What follows belongs to an exercise in optimizing a design on an open flow for small area, a short achievable clock period and few clock cycles; a production flow would make more cautious choices. Only simulation tests tie the RTL to the original design; equivalence was not proved.

Setup of build 27:
## ysyx_24090012
module ysyx_24090012(
    input         clk,          
    input         reset,          
    input         io_interrupt,   
    input         io_master_awready,
    output        io_master_awvalid,
    output [31:0] io_master_awaddr,
    output [3:0]  io_master_awid,
    output [7:0]  io_master_awlen,
    output [2:0]  io_master_awsize,
    output [1:0]  io_master_awburst,
    input         io_master_wready,
    output        io_master_wvalid,
    output [31:0] io_master_wdata,
    output [3:0]  io_master_wstrb,
    output        io_master_wlast,
    output        io_master_bready,
    input         io_master_bvalid,
    input  [1:0]  io_master_bresp,
    input  [3:0]  io_master_bid,
    input         io_master_arready,
    output        io_master_arvalid,
    output [31:0] io_master_araddr,
    output [3:0]  io_master_arid,
    output [7:0]  io_master_arlen,
    output [2:0]  io_master_arsize,
    output [1:0]  io_master_arburst,
    output        io_master_rready,
    input         io_master_rvalid,
    input  [1:0]  io_master_rresp,
    input  [31:0] io_master_rdata,
    input         io_master_rlast,
    input  [3:0]  io_master_rid
);
Size in the first run: about 86,000 sq um of cells after synthesis.
==> flow/config.mk <==
export PLATFORM = sky130hd
export DESIGN_NAME = ysyx_24090012
export DESIGN_NICKNAME = ysyx_24090012
export VERILOG_FILES = /design/flow/design.v
export SDC_FILE = /design/flow/constraint.sdc
export NUM_CORES = 4
export LEC_CHECK = 0
export CAP_MARGIN = 30
export CORE_MARGIN = 2
export CORE_UTILIZATION = 30
export SLEW_MARGIN = 30
==> flow/constraint.sdc <==
create_clock -name core_clock -period 16.0 [get_ports {clk}]
set_input_delay 3.2000 -clock core_clock [delete_from_list [all_inputs] [get_ports {clk}]]
set_output_delay 3.2000 -clock core_clock [all_outputs]
set_load 0.01 [all_outputs]
standard.sh (not shown) runs the stock make flow with config.mk's settings and CLKGATE_MAP_FILE= SYNTH_SCRIPT=/design/flow/synth_recipe.tcl, a recipe that flattens the netlist after the stock synthesis.
==> flow/flow/run.sh <==
#!/bin/bash
# The standard layout (standard.sh), with the setup repair aimed at 11.5 ns of slack
# at the design's 16 ns clock, so that repair_timing keeps shortening the critical paths.
set -euo pipefail
bash standard.sh SETUP_SLACK_MARGIN=11.5 finish > standard_flow.log 2>&1
Build 27: done, clean on timing, DRC and antenna
Testbench counts of build 27, summed over its fixed seeds: cycles 1,380,453.
Input-level comparison between build 67 and build 27:
--- a/flow/design.v
+++ b/flow/design.v
@@ -206,19 +206,19 @@
             endcase
         end
         3'd1: ld_val = (lo == 2'd0) ? {{16{!ld_uns & ld_word[15]}}, ld_word[15:0]} :
                        (lo == 2'd2) ? {{16{!ld_uns & ld_word[31]}}, ld_word[31:16]} : 32'h0;
         default: ld_val = (lo == 2'd0) ? ld_word : 32'h0;
     endcase
 end
 wire        x_done  = xk_st ? !st_pend : (xk_ld ? ld_done : (xk_redir ? r_v : 1'b1));
 wire        x_stall = !x_done;
-wire        csr_go  = x_valid && csr_wr;        
+wire        x_ret   = x_valid && x_done;
 wire        x_wr    = x_wen && x_done;
 wire        fwd_ok = x_wen && !xk_ld;
 wire [31:0] rf1 = (f_rs1 == 4'd0) ? 32'h0 : rf[f_rs1];
 wire [31:0] rf2 = (f_rs2 == 4'd0) ? 32'h0 : rf[f_rs2];
 wire [31:0] w1  = (w_en && w_rd == f_rs1) ? w_data : rf1;
 wire [31:0] w2  = (w_en && w_rd == f_rs2) ? w_data : rf2;
 wire [31:0] f_a = (fwd_ok && x_rd == f_rs1) ? res : w1;
 wire [31:0] f_b = (fwd_ok && x_rd == f_rs2) ? res : w2;
 wire        f_haz = xk_ld && x_wen &&
@@ -253,31 +253,33 @@
         pcf <= pc_take_tgt ? f_tgt : pc_other;
         r_v <= xk_redir && !r_v;
         if (!x_stall) begin
             x_valid <= f_adv;
             xk_ld <= f_adv && k_ld; xk_st <= f_adv && k_st; xk_br <= f_adv && k_br;
             xk_jal <= f_adv && k_jal; xk_redir <= f_adv && (k_jalr || k_ecall || k_mret);
             x_wen <= f_adv && f_wen;
         end
         w_en <= x_wr;
-        if (pend_v && (!x_valid || !xk_redir || r_v)) begin
+        if (pend_v && (x_ret || !x_valid)) begin
             pend_v <= 1'b0;
             case (pend_sel)
                 2'd0: mstatus <= pend_data;
                 2'd1: mtvec <= pend_data;
                 2'd2: mepc <= pend_data;
                 default: mcause <= pend_data;
             endcase
         end
-        if (csr_go) pend_v <= 1'b1;
-        if (x_valid && xk_ecall && r_v) begin
-            mepc <= x_pc;
-            mcause <= 32'h0000000b;
+        if (x_ret) begin
+            pend_v <= csr_wr;
+            if (xk_ecall) begin
+                mepc <= x_pc;
+                mcause <= 32'h0000000b;
+            end
         end
         if (w_v && io_master_wready) st_pend <= 1'b0;
         if (x_st_go) st_pend <= 1'b1;
         if (ld_done) begin ld_issued <= 1'b0; ld_clint <= 1'b0; end
         if (ar_v && io_master_arready) ar_v <= 1'b0;
         if (aw_v && io_master_awready) aw_v <= 1'b0;
         if (w_v && io_master_wready) w_v <= 1'b0;
         if (bstate == B_IF && io_master_rvalid) wv[{fill_idx, fill_word}] <= 1'b1;
         if (bus_free) bstate <= B_IDLE;
@@ -305,36 +307,36 @@
         x_pred <= f_pred;
         xk_op <= k_op; xk_opi <= k_opi;
         xk_jalr <= k_jalr; xk_sys <= k_sys; xk_ecall <= k_ecall;
         xs_alu <= s_alu; xs_imm <= k_lui; xs_auipc <= k_auipc; xs_pc4 <= k_jal || k_jalr;
         xs_csr <= k_csrw; xs_zext <= s_zext;
     end
     if (w_en) rf[w_rd] <= w_data;
     w_rd <= x_rd;
     w_data <= xk_ld ? ld_val : res;
-    if (csr_go) begin
+    if (x_ret) begin
         pend_sel <= c_mstatus ? 2'd0 : c_mtvec ? 2'd1 : c_mepc ? 2'd2 : 2'd3;
         pend_data <= (f3 == 3'b001) ? x_a : (csr_rd | x_a);
     end
     if (x_st_go) begin
-        st_data <= sd_data; st_strb <= sd_strb; st_size <= sd_size;
-    end
-    if (x_st_go || go_ld || go_if) addr_q <= x_st_go ? st_sum : (ld_req ? sum : {pcf[31:2], 2'b00});
-    if (go_ld || go_if) begin
-        ar_len <= ld_req ? 8'd0 : {{(8-WB){1'b0}}, ~f_word};
-        ar_size <= ld_req ? ld_size : 3'd2;
+        addr_q <= st_sum; st_data <= sd_data; st_strb <= sd_strb; st_size <= sd_size;
     end
     if (bstate == B_IF && io_master_rvalid) begin
         cdata[{fill_idx, fill_word}] <= io_master_rdata;
         fill_word <= fill_word + 1'b1;
     end
+    if (go_ld) begin
+        addr_q <= sum; ar_len <= 8'd0; ar_size <= ld_size;
+    end
     if (go_if) begin
+        addr_q <= {pcf[31:2], 2'b00};
         fill_idx <= f_idx;
+        ar_len <= {{(8-WB){1'b0}}, ~f_word}; ar_size <= 3'd2;
         fill_word <= f_word;
         ctag[f_idx] <= f_tag;
     end
 end
 assign io_master_awvalid = aw_v;
 assign io_master_awaddr  = addr_q;
 assign io_master_awid    = 4'h0;
 assign io_master_awlen   = 8'd0;
 assign io_master_awsize  = st_size;
### Flow results
Summary: clock skew, build 67 worse than build 27
Looking at dominant combinational cell family by area after synthesis, the compound AO/OA/AOI/OAI gates result is from build 27; the simple AND/OR/NAND/NOR gates one comes from build 67.
Build 67 vs build 27 — total via count in the routed design climbed by a little under 10%
Per the comparison of build 67 with build 27, vertical extent of the die roughly the same, clock-buffer cell count lower, area added between synthesis and finish higher.
Testbench counts of build 67, summed over its fixed seeds: cycles 1,380,453.

---

the reference run:
Another version of the RTL of ysyx_24090012 (not shown whole).
For scale: ~7600 cells after synthesis, roughly 1600 flip-flops, ~190 I/O pins, about 85000 µm² of cells after synthesis.
Design ysyx_24090012, start of the top module:
module ysyx_24090012(
    input         clk,          
    input         reset,          
    input         io_interrupt,   
    input         io_master_awready,
    output        io_master_awvalid,
    output [31:0] io_master_awaddr,
    output [3:0]  io_master_awid,
    output [7:0]  io_master_awlen,
    output [2:0]  io_master_awsize,
    output [1:0]  io_master_awburst,
    input         io_master_wready,
    output        io_master_wvalid,
    output [31:0] io_master_wdata,
    output [3:0]  io_master_wstrb,
    output        io_master_wlast,
    output        io_master_bready,
    input         io_master_bvalid,
    input  [1:0]  io_master_bresp,
    input  [3:0]  io_master_bid,
    input         io_master_arready,
    output        io_master_arvalid,
    output [31:0] io_master_araddr,
    output [3:0]  io_master_arid,
    output [7:0]  io_master_arlen,
    output [2:0]  io_master_arsize,
    output [1:0]  io_master_arburst,
    output        io_master_rready,
    input         io_master_rvalid,
    input  [1:0]  io_master_rresp,
    input  [31:0] io_master_rdata,
    input         io_master_rlast,
    input  [3:0]  io_master_rid
);
Settings: LEC_CHECK=0, CAP_MARGIN=30, CORE_MARGIN=2, CORE_UTILIZATION=55, SLEW_MARGIN=30; clock period 16.0 ns.
Scripts as last shown in full above: flow/flow/run.sh
The reference run completed; timing, DRC and antenna clean
Testbench counts of the reference run, summed over its fixed seeds: cycles 1,380,453.
Edits applied to the flow inputs when going from the reference run to the trial run:
--- a/flow/design.v
+++ b/flow/design.v
@@ -224,43 +224,44 @@
 wire [31:0] f_a = (fwd_ok && x_rd == f_rs1) ? res : w1;
 wire [31:0] f_b = (fwd_ok && x_rd == f_rs2) ? res : w2;
 wire        f_haz = xk_ld && x_wen &&
                     ((f_use1 && f_rs1 == x_rd) || (f_use2 && f_rs2 == x_rd));
 wire        f_block = xk_redir || mispred;
 wire        f_adv = f_hit && !x_stall && !f_haz && !f_block;
 wire        if_req = !f_hit && !xk_redir && !r_v && (bstate != B_IF) && !(xk_ld && !ld_issued);
 wire        st_wr = st_pend || x_st_go;              
 wire        go_wr = bus_free && st_wr;
 wire        go_ld = bus_free && !st_wr && ld_req;
 wire        go_if = bus_free && !st_wr && !ld_req && if_req;
-wire        pc_take_tgt = f_adv && f_pred && !r_v && !mispred;
-wire [31:0] pc_other = r_v ? (r_tz ? pc4 : redir_raw) : mispred ? br_pc : f_adv ? f_pc4 : pcf;
+wire        pc_take_tgt = f_pred && !r_v && !mispred;
+wire [31:0] pc_other = r_v ? (r_tz ? pc4 : redir_raw) : mispred ? br_pc : f_pc4;
+wire        pc_en = r_v || mispred || f_adv;
 always @(posedge clk) begin
     if (reset) begin
         pcf <= 32'h3000_0000;
         wv <= {(NL*NW){1'b0}};
         x_valid <= 1'b0;
         xk_ld <= 1'b0; xk_st <= 1'b0; xk_br <= 1'b0; xk_jal <= 1'b0; xk_redir <= 1'b0; x_wen <= 1'b0;
         w_en <= 1'b0;
         bstate <= B_IDLE;
         ar_v <= 1'b0; aw_v <= 1'b0; w_v <= 1'b0;
         st_pend <= 1'b0;
         ld_issued <= 1'b0; ld_clint <= 1'b0;
         r_v <= 1'b0;
         mstatus <= 32'h0; mtvec <= 32'h0; mepc <= 32'h0; mcause <= 32'h0;
         pend_v <= 1'b0;
         tpre <= 12'h0; tcnt <= 58'h0;
     end else begin
         tpre <= tpre + 12'h1;
         if (tpre == 12'hFFF) tcnt <= tcnt + 58'h1;
-        pcf <= pc_take_tgt ? f_tgt : pc_other;
+        if (pc_en) pcf <= pc_take_tgt ? f_tgt : pc_other;
         r_v <= xk_redir && !r_v;
         if (!x_stall) begin
             x_valid <= f_adv;
             xk_ld <= f_adv && k_ld; xk_st <= f_adv && k_st; xk_br <= f_adv && k_br;
             xk_jal <= f_adv && k_jal; xk_redir <= f_adv && (k_jalr || k_ecall || k_mret);
             x_wen <= f_adv && f_wen;
         end
         w_en <= x_wr;
         if (pend_v && (!x_valid || !xk_redir || r_v)) begin
             pend_v <= 1'b0;
             case (pend_sel)
[summary]
Total area of multi-input combinational cells, the trial run and the reference run, higher one = the reference run.
Re antenna diode instance count: the trial run is 6 down on the reference run.
The trial run vs the reference run, count of inverters not on the clock network in the layout went down by 5.1%.
The trial run ends up with lower total half-perimeter wirelength after legalization and detailed placement than the reference run does.
Taking the reference run as the reference point, the total buffers and inverters traversed by the critical path of the trial run falls by 4.
Number of rows in the core area, the trial run and the reference run: smaller value in the trial run
Going from the reference run to the trial run, sequential share of cell area +0.82 points, area growth from synthesis to layout -1.6 points, largest net degree at the start of global routing -40%, wire length of the first global-routing pass -about 5%.
Between the reference run and the trial run, worst hold slack after final layout increased.
Testbench counts of the trial run, summed over its fixed seeds: cycles 1,380,453.

[what the ideal ports hide]
Ports are ideal in the flow. The routed layouts listed here were re-timed in OpenROAD.
Step 1 (the two cells are an assumption about what drives the block):
set clk [get_ports {clk}]
set_driving_cell -lib_cell sky130_fd_sc_hd__clkbuf_16 $clk
set_driving_cell -lib_cell sky130_fd_sc_hd__buf_2 [delete_from_list [all_inputs] $clk]
Step 2, shift: input delay + t, output delay - t, t = (earliest + latest rising clock arrival at the registers) / 2. This alone moves slack from input paths to output paths.
a / b / c = no drivers / after step 1 / after step 2; a / b = the first two.
run	t, ns	setup WS [ns]	worst setup path after step 2
build 27	0.900	11.033 / 11.088 / 10.188	input to register
build 67	0.956	11.222 / 11.126 / 10.299	input to register
the reference run	0.907	11.157 / 11.183 / 10.276	input to register
the trial run	0.915	11.339 / 11.269 / 10.641	input to register
After both steps setup and hold are still met in every run listed. The setup slack of build 67, which loses most, moves by -0.096 ns with the drivers and by -0.923 ns with both steps.
